Context: an optimization exercise on an open-source flow, tuned for small area. The choices shown serve that exercise and are no tape-out recipe. In this exercise RTL edits were held to simulation tests only and were not proved equivalent to the original.

==> flow/design.v (excerpt) <==
module FullyConnectedLayer #(
    parameter N = 8,              
    parameter M = 4               
) (
    input clk,                    
    input rst_n,                  
    input [N*8-1:0] input_data,      
    input [M*N*8-1:0] weights,       
    input [M*8-1:0] biases,          
    output reg [M*8-1:0] output_data   
);
Settings: LEC_CHECK=0, CAP_MARGIN=20, CORE_MARGIN=2, CORE_UTILIZATION=50, SLEW_MARGIN=20, SYNTH_HIERARCHICAL=1; clock period 12.0 ns.
standard.sh (not shown) runs the stock make flow with config.mk's settings and CLKGATE_MAP_FILE= SYNTH_SCRIPT=/design/flow/synth_recipe.tcl, a recipe that flattens the netlist after the stock synthesis.
==> flow/flow/run.sh <==
#!/bin/bash
# Own layout flow: the standard flow (standard.sh), with two changes:
#  1. after the standard synthesis, combinational cells that synthesis mapped at a
#     higher drive strength are put back to the smallest drive strength of the
#     same function (the later timing repair sizes up whatever needs it);
#  2. the port buffers that placement adds use the smallest buffer cell.
set -euo pipefail
R=orfs/results/sky130hd/FullyConnectedLayer/base
PORTBUF="BUFFER_PORTS_ARGS=-buffer_cell sky130_fd_sc_hd__buf_1"
bash standard.sh "$PORTBUF" synth > flow_synth.log 2>&1
python3 flow/downsize.py $R/1_2_yosys.v > flow_downsize.log 2>&1
rm -f $R/1_synth.odb $R/1_synth.sdc
bash standard.sh "$PORTBUF" finish > flow_finish.log 2>&1
==> flow/flow/downsize.py <==
"""Rewrite a mapped sky130hd netlist in place: each combinational cell whose type has a
smaller drive strength of the same function (same pins) is changed to the smallest one.
Flip-flops, buffers, inverters, clock cells and tie cells are left alone."""
import re
import sys

path = sys.argv[1]
src = open(path).read()
SMALLEST = {
    'a21boi': '0', 'a21oi': '1', 'a21o': '1', 'a22oi': '1', 'a22o': '1', 'a211oi': '1',
    'a211o': '1', 'a31oi': '1', 'a31o': '1', 'a311oi': '1', 'a311o': '1', 'a41oi': '1',
    'and2': '0', 'and3': '1', 'and4': '1', 'nand2': '1', 'nand3': '1', 'nand4': '1',
    'nand2b': '1', 'nand3b': '1', 'nor2': '1', 'nor3': '1', 'nor4': '1', 'nor2b': '1',
    'nor3b': '1', 'nor4b': '1', 'o21ai': '0', 'o21a': '1', 'o21bai': '1', 'o211ai': '1',
    'o211a': '1', 'o22ai': '1', 'o22a': '1', 'o31ai': '1', 'o31a': '1', 'o311a': '1',
    'o311ai': '0', 'or2': '0', 'or3': '1', 'or4': '1', 'xor2': '1', 'xnor2': '1',
    'xnor3': '1', 'xor3': '1', 'mux2i': '1', 'mux2': '1', 'maj3': '1', 'fa': '1', 'ha': '1',
    'a2111oi': '0', 'a221oi': '1', 'a222oi': '1',
}
count = {}


def repl(m):
    base, size = m.group(1), m.group(2)
    if base in SMALLEST and size != SMALLEST[base]:
        count[m.group(0)] = count.get(m.group(0), 0) + 1
        return 'sky130_fd_sc_hd__%s_%s ' % (base, SMALLEST[base])
    return m.group(0)


out = re.sub(r'\bsky130_fd_sc_hd__([a-z0-9]+)_(\d+) ', repl, src)
open(path, 'w').write(out)
for k, v in sorted(count.items()):
    print(v, k)
Then changed:
- PLACE_DENSITY: default -> 0.7
=>
- The new run finished with timing, DRC and antenna clean
- synthesized area is unchanged
- design area barely changes
- first-iteration DRC count increases by a few percent
- critical path depth does not change
- global-route usage hardly moves
- count of clock-buffer cells in the layout stays the same
- via count increases slightly
- setup slack gets worse by 0.069 ns
Then changed:
- CORE_UTILIZATION: 50 -> 45
Effect:
- The changed run ran to the end with no violations
- setup slack loses 0.0033 ns
- design area increases by 0.33%
- non-clock buffer count fell by 1
- critical path depth stays the same
- worst hold slack is worse by 0.18 ns
- utilization is lower by 5.0 points

* * *

FullyConnectedLayer again, from the RTL that the note above started with.
clock: 12.0 ns
lec_check: 0
cap_margin: 20
core_margin: 2
core_utilization: 55
slew_margin: 20
synth_hierarchical: 1
Scripts as last shown in full above: flow/flow/run.sh, flow/flow/downsize.py
Then changed:
- CORE_UTILIZATION: 55 -> 45
Outcome: The new run completed with no timing, DRC or antenna violations. Critical path depth shrinks by 1. Routed wire length rose by 8.1%. Non-clock buffer count is higher by 21.

==> separate check: timing with driven ports <==
The flow's constraints put no driver on any port. The routed layouts listed below were extracted and timed again, unchanged, in two steps.
Step 1: set_driving_cell puts a clkbuf_16 on clk and a buf_2 on each other input, an assumption about the parent block.
Step 2 moves the port delays by t, midway between the first and last clock arrival at a register: inputs arrive t later, outputs are due t later. That takes back most of the time a late clock gives input paths.
Slacks: ideal ports / drivers / drivers and shift; pairs: ideal ports / drivers.
run	t, ns	slack for setup (ns)	hold slack, ns
the first run of note 1	0.436	0.533 / 0.586 / 0.150	2.160 / 2.108 / 2.545
the second run of note 1	0.412	0.465 / 0.501 / 0.089	2.189 / 2.144 / 2.556
the third run of note 1	0.415	0.462 / 0.508 / 0.093	2.009 / 1.962 / 2.377
the first run of note 2	0.422	0.291 / 0.321 / -0.101	2.195 / 2.143 / 2.565
the second run of note 2	0.442	0.422 / 0.472 / 0.030	2.149 / 2.101 / 2.543
Met with ideal ports but missed after step 2: setup timing in the first run of note 2.
